This design comes from an exercise in tuning for small area, a short achievable clock period and few clock cycles per item on the open sky130 flow, not from production work. At most, simulation tests tie the RTL to the original design; equivalence was not proved.

P:
Design arctan, start of the top module:
module arctan #
	(
		parameter integer C_S00_AXIS_TDATA_WIDTH	= 32,
		parameter integer C_M00_AXIS_TDATA_WIDTH	= 32,
    parameter integer ITERATIONS = 16
	)
	(
		input wire  s00_axis_aclk, s00_axis_aresetn,
		input wire  s00_axis_tlast, s00_axis_tvalid,
		input wire [C_S00_AXIS_TDATA_WIDTH-1 : 0] s00_axis_tdata,
		input wire [(C_S00_AXIS_TDATA_WIDTH/8)-1: 0] s00_axis_tstrb,
		output logic  s00_axis_tready,
		input wire  m00_axis_aclk, m00_axis_aresetn,
		input wire  m00_axis_tready,
		output logic  m00_axis_tvalid, m00_axis_tlast,
		output logic [C_M00_AXIS_TDATA_WIDTH-1 : 0] m00_axis_tdata,
		output logic [(C_M00_AXIS_TDATA_WIDTH/8)-1: 0] m00_axis_tstrb
	);
Size: ~4400 cells after synthesis, about 82 I/O pins, roughly 0.044 sq mm of cells after synthesis.
clock: 5.0 ns
lec_check: 0
abc_area: 1
cap_margin: 20
core_margin: 2
core_utilization: 40
setup_slack_margin: 2.3
slew_margin: 20
run.sh (not shown) runs the stock make flow with config.mk's settings and CLKGATE_MAP_FILE= SYNTH_SCRIPT=/design/flow/synth_recipe.tcl, a recipe that flattens the netlist after the stock synthesis.
P completed every stage of the flow, and the final layout passed the timing, design-rule and antenna checks.
### P -> Q
--- a/flow/design.v
+++ b/flow/design.v
@@ -86,13 +86,12 @@
   logic signed [15:0] s12_x, s12_y;
   logic [1:0] s12_q;
   logic [12:0] s12_b;
   logic s13_v;
   logic [4:0] s13_side;
   logic signed [15:0] s13_x, s13_y;
-  logic [3:0] s13_kpc;
   logic signed [18:0] s13_kk;
   logic [1:0] s13_q;
   logic [13:0] s13_b;
   logic s14_v;
   logic [4:0] s14_side;
   logic signed [18:0] s14_r;
@@ -469,40 +468,23 @@
   assign c13_y13 = c13_y13_s[16:1];
   logic signed [18:0] c13_k, c13_kc;
   logic [18:0] c13_kt;
   assign c13_kc = s12_q[1] ? (s12_q[0] ? -19'sd160052 : 19'sd45834) : -19'sd57109;
   assign c13_kt = (s12_b[4] ? (s12_b[3] ? (s12_b[2] ? (s12_b[1] ? (s12_b[0] ? 19'd110146 : 19'd58676) : (s12_b[0] ? 19'd79762 : 19'd28292)) : (s12_b[1] ? (s12_b[0] ? 19'd94092 : 19'd42622) : (s12_b[0] ? 19'd63708 : 19'd12238))) : (s12_b[2] ? (s12_b[1] ? (s12_b[0] ? 19'd101998 : 19'd50528) : (s12_b[0] ? 19'd71614 : 19'd20144)) : (s12_b[1] ? (s12_b[0] ? 19'd85944 : 19'd34474) : (s12_b[0] ? 19'd55560 : 19'd4090)))) : (s12_b[3] ? (s12_b[2] ? (s12_b[1] ? (s12_b[0] ? 19'd106056 : 19'd54586) : (s12_b[0] ? 19'd75672 : 19'd24202)) : (s12_b[1] ? (s12_b[0] ? 19'd90002 : 19'd38532) : (s12_b[0] ? 19'd59618 : 19'd8148))) : (s12_b[2] ? (s12_b[1] ? (s12_b[0] ? 19'd97908 : 19'd46438) : (s12_b[0] ? 19'd67524 : 19'd16054)) : (s12_b[1] ? (s12_b[0] ? 19'd81854 : 19'd30384) : (s12_b[0] ? 19'd51470 : 19'd0)))));
   assign c13_k = c13_kc + c13_kt;
-  logic [1:0] c13_pc1_0;
-  assign c13_pc1_0 = {1'b0, s12_b[5]} + {1'b0, s12_b[6]};
-  logic [1:0] c13_pc1_1;
-  assign c13_pc1_1 = {1'b0, s12_b[7]} + {1'b0, s12_b[8]};
-  logic [1:0] c13_pc1_2;
-  assign c13_pc1_2 = {1'b0, s12_b[9]} + {1'b0, s12_b[10]};
-  logic [1:0] c13_pc1_3;
-  assign c13_pc1_3 = {1'b0, s12_b[11]} + {1'b0, s12_b[12]};
-  logic [2:0] c13_pc2_4;
-  assign c13_pc2_4 = {1'b0, c13_pc1_0} + {1'b0, c13_pc1_1};
-  logic [2:0] c13_pc2_5;
-  assign c13_pc2_5 = {1'b0, c13_pc1_2} + {1'b0, c13_pc1_3};
-  logic [3:0] c13_pc3_6;
-  assign c13_pc3_6 = {1'b0, c13_pc2_4} + {1'b0, c13_pc2_5};
-  logic [3:0] c13_pc;
-  assign c13_pc = 4'(c13_pc3_6);
   wire c13_dn13 = ~c13_y13[15];   
   logic [13:0] c13_b;
   assign c13_b = {c13_dn13, s12_b};
   always_ff @(posedge s00_axis_aclk) begin
     if (s00_axis_aresetn == 1'b0) s13_v <= 1'b0;
     else if (adv) s13_v <= s12_v;
   end
   always_ff @(posedge s00_axis_aclk) begin
     if (adv) begin
       s13_x <= c13_x13;
       s13_y <= c13_y13;
-      s13_kpc <= c13_pc;
       s13_kk <= c13_k;
       s13_q <= s12_q;
       s13_b <= c13_b;
       s13_side <= s12_side;
     end
   end
@@ -522,14 +504,28 @@
   logic [8:0] c14_lo;
   assign c14_lo = {1'b0, c14_k[11:4]} + {1'b0, c14_bv[11:4]};
   logic [6:0] c14_h0, c14_h1;
   assign c14_h0 = c14_k[18:12];
   assign c14_h1 = c14_k[18:12] + 7'd1;
   assign c14_r = {c14_lo[8] ? c14_h1 : c14_h0, c14_lo[7:0], c14_k[3:0]};
+  logic [1:0] c14_pc1_0;
+  assign c14_pc1_0 = {1'b0, s13_b[5]} + {1'b0, s13_b[6]};
+  logic [1:0] c14_pc1_1;
+  assign c14_pc1_1 = {1'b0, s13_b[7]} + {1'b0, s13_b[8]};
+  logic [1:0] c14_pc1_2;
+  assign c14_pc1_2 = {1'b0, s13_b[9]} + {1'b0, s13_b[10]};
+  logic [1:0] c14_pc1_3;
+  assign c14_pc1_3 = {1'b0, s13_b[11]} + {1'b0, s13_b[12]};
+  logic [2:0] c14_pc2_4;
+  assign c14_pc2_4 = {1'b0, c14_pc1_0} + {1'b0, c14_pc1_1};
+  logic [2:0] c14_pc2_5;
+  assign c14_pc2_5 = {1'b0, c14_pc1_2} + {1'b0, c14_pc1_3};
+  logic [3:0] c14_pc3_6;
+  assign c14_pc3_6 = {1'b0, c14_pc2_4} + {1'b0, c14_pc2_5};
   logic [3:0] c14_pc;
-  assign c14_pc = s13_kpc;
+  assign c14_pc = 4'(c14_pc3_6);
   logic signed [4:0] c14_t;
   assign c14_t = {3'b000, s13_b[13], s13_b[13]} - {1'b0, c14_pc};
   logic [14:0] c14_b;
   assign c14_b = {c14_d14, s13_b};
   always_ff @(posedge s00_axis_aclk) begin
     if (s00_axis_aresetn == 1'b0) s14_v <= 1'b0;
--- outcome ---
Q ended with more maximum frequency than P. Taking P as the reference, in Q post-place setup slack decreased by 98 ps relative to the old numbers; total routing usage reported by global routing increased by 0.49 points relative to the old numbers; routed wire length increased by 5.5% relative to the old numbers. Compared with P, in Q relative area change from synthesis to final layout roughly the same, average cell area after synthesis -about 2.7%, sequential share of layout area lost 1.0 points, synthesized cell count climbed 203. Of Q and P, it is Q that has the lower buffers plus inverters on the worst setup path. Largest family of logic cells by synthesized area: XOR/XNOR gates -> P, simple AND/OR/NAND/NOR gates -> Q.
Function was not checked in any run of this note: the RTL went through the layout flow alone.

* * *

## oak
arctan, a different RTL version from the one above (not shown whole).
For scale: ~750 flip-flops, ~82 I/O pins, roughly 48000 um^2 of cells after synthesis.
make LEC_CHECK=0 ABC_AREA=1 CAP_MARGIN=20 CORE_MARGIN=2 CORE_UTILIZATION=40 SETUP_SLACK_MARGIN=2.5 SLEW_MARGIN=20 finish   # period 5.0 ns
oak finished all stages; the layout is clean.
Modified inputs, pine compared to oak
diff --git a/flow/design.v b/flow/design.v
--- a/flow/design.v
+++ b/flow/design.v
@@ -555,16 +555,16 @@
           o_side <= sv ? k_side : s14_side;
         end
         if (adv) begin
           k_ph <= c15_ph;
           k_side <= s14_side;
         end
       end
       assign m00_axis_tvalid = ov;
   logic o_nsx;
   always_ff @(posedge s00_axis_aclk) begin
     if (load_o) o_nsx <= ~(sv ? k_ph[18] : c15_ph[18]);
   end
-  assign m00_axis_tdata = {{(C_M00_AXIS_TDATA_WIDTH-25){~o_nsx}}, {6{o_ph[18]}}, o_ph};
+  assign m00_axis_tdata = {{(C_M00_AXIS_TDATA_WIDTH-19){~o_nsx}}, o_ph};
       assign m00_axis_tlast = o_side[4];
       assign m00_axis_tstrb = o_side[3:0];
     endmodule
--- outcome ---
- Any difference in global-route usage over all layers between oak and pine is small enough to ignore.
- Routed wire in pine totals less than in oak.
- pine reached the end of the flow, and the finished layout is clean on the timing, design-rule and antenna checks.
- Reported for pine and oak, sequential cell count turned out identical to the last digit.
- Compared with oak, pine ends up with a larger final cell area.
- Summary of pine over oak: met2 capacity usage during global routing higher.
No run of this note included a check of the RTL's function; only the layout flow was run.

* * *

arctan, a different RTL version from the one above (not shown whole).
Size: ~4,700 cells after synthesis, about 750 flip-flops.
Settings: LEC_CHECK=0, ABC_AREA=1, CAP_MARGIN=20, CORE_MARGIN=2, CORE_UTILIZATION=40, SETUP_SLACK_MARGIN=2.3, SLEW_MARGIN=20; clock period 5.0 ns.
Edit:
--- a/flow/design.v
+++ b/flow/design.v
@@ -9,23 +9,22 @@
 		input wire  s00_axis_tlast, s00_axis_tvalid,
 		input wire [C_S00_AXIS_TDATA_WIDTH-1 : 0] s00_axis_tdata,
 		input wire [(C_S00_AXIS_TDATA_WIDTH/8)-1: 0] s00_axis_tstrb,
 		output logic  s00_axis_tready,
 		input wire  m00_axis_aclk, m00_axis_aresetn,
 		input wire  m00_axis_tready,
 		output logic  m00_axis_tvalid, m00_axis_tlast,
 		output logic [C_M00_AXIS_TDATA_WIDTH-1 : 0] m00_axis_tdata,
 		output logic [(C_M00_AXIS_TDATA_WIDTH/8)-1: 0] m00_axis_tstrb
 	);
-  logic sv;   
   logic ov;   
-  wire adv = ~sv;
+  wire adv = m00_axis_tready | ~ov;
   assign s00_axis_tready = adv;
   wire signed [15:0] x_in = s00_axis_tdata[15:0];
   wire signed [15:0] y_in = s00_axis_tdata[31:16];
   logic s0_v;
   logic [4:0] s0_side;
   logic signed [15:0] s0_x, s0_y;
   logic [1:0] s0_q;
   logic [0:0] s0_b;
   logic s1_v;
   logic [4:0] s1_side;
@@ -523,40 +522,27 @@
       s14_r <= c14_r;
       s14_pc <= c14_t;
       s14_bl <= c14_b[14:13];
       s14_side <= s13_side;
     end
   end
   logic signed [18:0] c15_ph;
   logic [18:0] c15_su;
   assign c15_su = {s14_r[18:1], 1'b1} + {18'(s14_pc), s14_bl[1]};
   assign c15_ph = {c15_su[18:1], s14_r[0]};
-      logic signed [18:0] o_ph, k_ph;
-      logic [4:0] o_side, k_side;
-      wire push = adv & s14_v;
-      wire load_o = m00_axis_tready | ~ov;
-      always_ff @(posedge s00_axis_aclk) begin
-        if (s00_axis_aresetn == 1'b0) begin
-          ov <= 1'b0;
-          sv <= 1'b0;
-        end else if (load_o) begin
-          ov <= sv | push;
-          sv <= 1'b0;
-        end else begin
-          sv <= sv | push;
-        end
-      end
-      always_ff @(posedge s00_axis_aclk) begin
-        if (load_o) begin
-          o_ph <= sv ? k_ph : c15_ph;
-          o_side <= sv ? k_side : s14_side;
-        end
-        if (adv) begin
-          k_ph <= c15_ph;
-          k_side <= s14_side;
-        end
-      end
-      assign m00_axis_tvalid = ov;
-      assign m00_axis_tdata = {{(C_M00_AXIS_TDATA_WIDTH-19){o_ph[18]}}, o_ph};
-      assign m00_axis_tlast = o_side[4];
-      assign m00_axis_tstrb = o_side[3:0];
-    endmodule
+  logic signed [18:0] o_ph;
+  logic [4:0] o_side;
+  always_ff @(posedge s00_axis_aclk) begin
+    if (s00_axis_aresetn == 1'b0) ov <= 1'b0;
+    else if (adv) ov <= s14_v;
+  end
+  always_ff @(posedge s00_axis_aclk) begin
+    if (adv) begin
+      o_ph <= c15_ph;
+      o_side <= s14_side;
+    end
+  end
+  assign m00_axis_tvalid = ov;
+  assign m00_axis_tdata = {{(C_M00_AXIS_TDATA_WIDTH-19){o_ph[18]}}, o_ph};
+  assign m00_axis_tlast = o_side[4];
+  assign m00_axis_tstrb = o_side[3:0];
+endmodule
Wire length came out lower by 1.7%; final area shrinks by 1.7%; die area falls by 1.8%; clock-buffer cell count goes down by 8; sequential cell count is lower by 26; worst hold slack loses 3.7 ps.
Testbench counts after the change, summed over its fixed seeds: cycles 16,128, items 16,000.
For the first run of this note, only the layout was checked, not whether the RTL still works.

* * *

## lane 3
Another version of the RTL of arctan (not shown whole).
Size in the first run: about 5400 cells after synthesis, ~730 flip-flops, roughly 82 I/O pins, roughly 48000 um2 of cells after synthesis.
Design arctan, start of the top module:
module arctan #
	(
		parameter integer C_S00_AXIS_TDATA_WIDTH	= 32,
		parameter integer C_M00_AXIS_TDATA_WIDTH	= 32,
    parameter integer ITERATIONS = 16
	)
	(
		input wire  s00_axis_aclk, s00_axis_aresetn,
		input wire  s00_axis_tlast, s00_axis_tvalid,
		input wire [C_S00_AXIS_TDATA_WIDTH-1 : 0] s00_axis_tdata,
		input wire [(C_S00_AXIS_TDATA_WIDTH/8)-1: 0] s00_axis_tstrb,
		output logic  s00_axis_tready,
		input wire  m00_axis_aclk, m00_axis_aresetn,
		input wire  m00_axis_tready,
		output logic  m00_axis_tvalid, m00_axis_tlast,
		output logic [C_M00_AXIS_TDATA_WIDTH-1 : 0] m00_axis_tdata,
		output logic [(C_M00_AXIS_TDATA_WIDTH/8)-1: 0] m00_axis_tstrb
	);
  logic ov;   
  wire adv = m00_axis_tready | ~ov;
  assign s00_axis_tready = adv;
  wire signed [15:0] x_in = s00_axis_tdata[15:0];
  wire signed [15:0] y_in = s00_axis_tdata[31:16];
  logic s0_v;
  logic [4:0] s0_side;
  logic signed [15:0] s0_x, s0_y;
  logic [1:0] s0_q;
  logic [0:0] s0_b;
  logic s1_v;
  logic [4:0] s1_side;
  ...
clock: 5.0 ns
lec_check: 0
abc_area: 1
cap_margin: 20
core_margin: 2
core_utilization: 40
setup_slack_margin: 2.5
slew_margin: 20
#### Input delta (lane 2 over lane 3)
--- a/flow/design.v
+++ b/flow/design.v
@@ -8,24 +8,25 @@
 		input wire  s00_axis_aclk, s00_axis_aresetn,
 		input wire  s00_axis_tlast, s00_axis_tvalid,
 		input wire [C_S00_AXIS_TDATA_WIDTH-1 : 0] s00_axis_tdata,
 		input wire [(C_S00_AXIS_TDATA_WIDTH/8)-1: 0] s00_axis_tstrb,
 		output logic  s00_axis_tready,
 		input wire  m00_axis_aclk, m00_axis_aresetn,
 		input wire  m00_axis_tready,
 		output logic  m00_axis_tvalid, m00_axis_tlast,
 		output logic [C_M00_AXIS_TDATA_WIDTH-1 : 0] m00_axis_tdata,
 		output logic [(C_M00_AXIS_TDATA_WIDTH/8)-1: 0] m00_axis_tstrb
 	);
+  logic sv;   
   logic ov;   
-  wire adv = m00_axis_tready | ~ov;
+  wire adv = ~sv;
   assign s00_axis_tready = adv;
   wire signed [15:0] x_in = s00_axis_tdata[15:0];
   wire signed [15:0] y_in = s00_axis_tdata[31:16];
   logic s0_v;
   logic [4:0] s0_side;
   logic signed [15:0] s0_x, s0_y;
   logic [1:0] s0_q;
   logic [0:0] s0_b;
   logic s1_v;
   logic [4:0] s1_side;
   logic signed [15:0] s1_x, s1_y;
@@ -525,32 +526,47 @@
     if (adv) begin
       s14_r <= c14_r;
       s14_pc <= c14_t;
       s14_bl <= c14_b[14:13];
       s14_side <= s13_side;
     end
   end
   logic signed [18:0] c15_ph;
   logic [18:0] c15_su;
   assign c15_su = {s14_r[18:1], 1'b1} + {18'(s14_pc), s14_bl[1]};
   assign c15_ph = {c15_su[18:1], s14_r[0]};
-  logic signed [18:0] o_ph;
-  logic [4:0] o_side;
-  always_ff @(posedge s00_axis_aclk) begin
-    if (s00_axis_aresetn == 1'b0) ov <= 1'b0;
-    else if (adv) ov <= s14_v;
-  end
-  always_ff @(posedge s00_axis_aclk) begin
-    if (adv) begin
-      o_ph <= c15_ph;
-      o_side <= s14_side;
-    end
-  end
-  assign m00_axis_tvalid = ov;
-  logic o_nsx;
-  always_ff @(posedge s00_axis_aclk) begin
-    if (adv) o_nsx <= ~c15_ph[18];
-  end
-  assign m00_axis_tdata = {{(C_M00_AXIS_TDATA_WIDTH-25){~o_nsx}}, {6{o_ph[18]}}, o_ph};
-  assign m00_axis_tlast = o_side[4];
-  assign m00_axis_tstrb = o_side[3:0];
-endmodule
+      logic signed [18:0] o_ph;
+      logic signed [18:0] k_ph;
+      logic [4:0] o_side, k_side;
+      wire push = adv & s14_v;
+      wire load_o = m00_axis_tready | ~ov;
+      always_ff @(posedge s00_axis_aclk) begin
+        if (s00_axis_aresetn == 1'b0) begin
+          ov <= 1'b0;
+          sv <= 1'b0;
+        end else if (load_o) begin
+          ov <= sv | push;
+          sv <= 1'b0;
+        end else begin
+          sv <= sv | push;
+        end
+      end
+      always_ff @(posedge s00_axis_aclk) begin
+        if (load_o) begin
+          o_ph <= sv ? 19'(k_ph) : c15_ph;
+          o_side <= sv ? k_side : s14_side;
+        end
+        if (adv) begin
+          k_ph <= c15_ph;
+          k_side <= s14_side;
+        end
+      end
+      assign m00_axis_tvalid = ov;
+  logic [12:0] o_sx;
+  always_ff @(posedge s00_axis_aclk) begin
+    o_sx[0] <= load_o ? (sv ? k_ph[18] : c15_ph[18]) : o_ph[18];
+    for (int i = 1; i < 13; i++) o_sx[i] <= load_o ? (sv ? k_ph[18] : c15_ph[18]) : o_sx[i-1];
+  end
+  assign m00_axis_tdata = {o_sx, o_ph};
+      assign m00_axis_tlast = o_side[4];
+      assign m00_axis_tstrb = o_side[3:0];
+    endmodule
==> comparison <==
Tap cell instance count: lane 2 and lane 3 compared, higher one is lane 3. The run showing the smaller post-route met1 wirelength is lane 2. Lane 2 vs. lane 3: tightest slew margin relative to the limit lost 3.3 points, via density per instance picked up an extra 0.43%. From lane 3 to lane 2 the numbers moved as follows: area taken by multi-input logic gates fell by 1100 um2; sequential share of the synthesized area rose by 2.9 points. The global placement routability congestion of lane 2 is higher than that of lane 3. Lane 2 against lane 3; final instance area is down slightly. Sort lane 2 and lane 3 by count of non-filler cells in the finished layout desc -> top: lane 3. Lane 3 -> lane 2: maximum frequency increased slightly. The setup slack of lane 2 is larger than that of lane 3. [lane 2 vs lane 3] global-route met2 utilization: lower in lane 2. Of lane 2 and lane 3, the lower flop-to-flop setup slack belongs to lane 2.
No functional check of the RTL was part of any run of this note.

[what the ideal ports hide]
The results above use ideal ports. As a check the final layouts listed here were re-extracted and re-timed, cells and wires unchanged.
Step 1 assumes that a clkbuf_16 drives the clock port and a buf_2 every other input.
Step 2 also shifts input and output timing later by t, the mid clock arrival at the registers, as if the neighbouring blocks saw the same clock.
a / b / c = ideal ports / drivers / drivers and shift; a / b = the first two.
run | t, ns | setup slack, ns | worst hold slack (ns) | worst setup path after step 2 | cell pins on the clock port's net
P | 0.707 | 2.032 / 2.032 / 1.793 | 0.396 / 0.396 / 0.396 | input to register | 1
Q | 0.716 | 2.269 / 2.269 / 1.926 | 0.410 / 0.410 / 0.410 | input to register | 1
oak | 0.736 | 2.482 / 2.403 / 1.995 | 0.402 / 0.402 / 0.402 | input to register | 1
pine | 0.731 | 2.362 / 2.290 / 2.011 | 0.410 / 0.410 / 0.410 | input to register | 1
the first run of note 3 | 0.716 | 2.415 / 2.399 / 1.865 | 0.412 / 0.412 / 0.412 | input to register | 1
the second run of note 3 | 0.713 | 2.367 / 2.298 / 1.891 | 0.408 / 0.408 / 0.408 | input to register | 1
lane 3 | 0.728 | 2.273 / 2.256 / 1.955 | 0.406 / 0.406 / 0.406 | input to register | 1
lane 2 | 0.722 | 2.296 / 2.229 / 2.034 | 0.411 / 0.411 / 0.411 | input to register | 1
After both steps setup and hold are still met in every run listed. The setup slack of the first run of note 3, which loses most, moves by -0.016 ns with the drivers and by -0.550 ns with both steps.
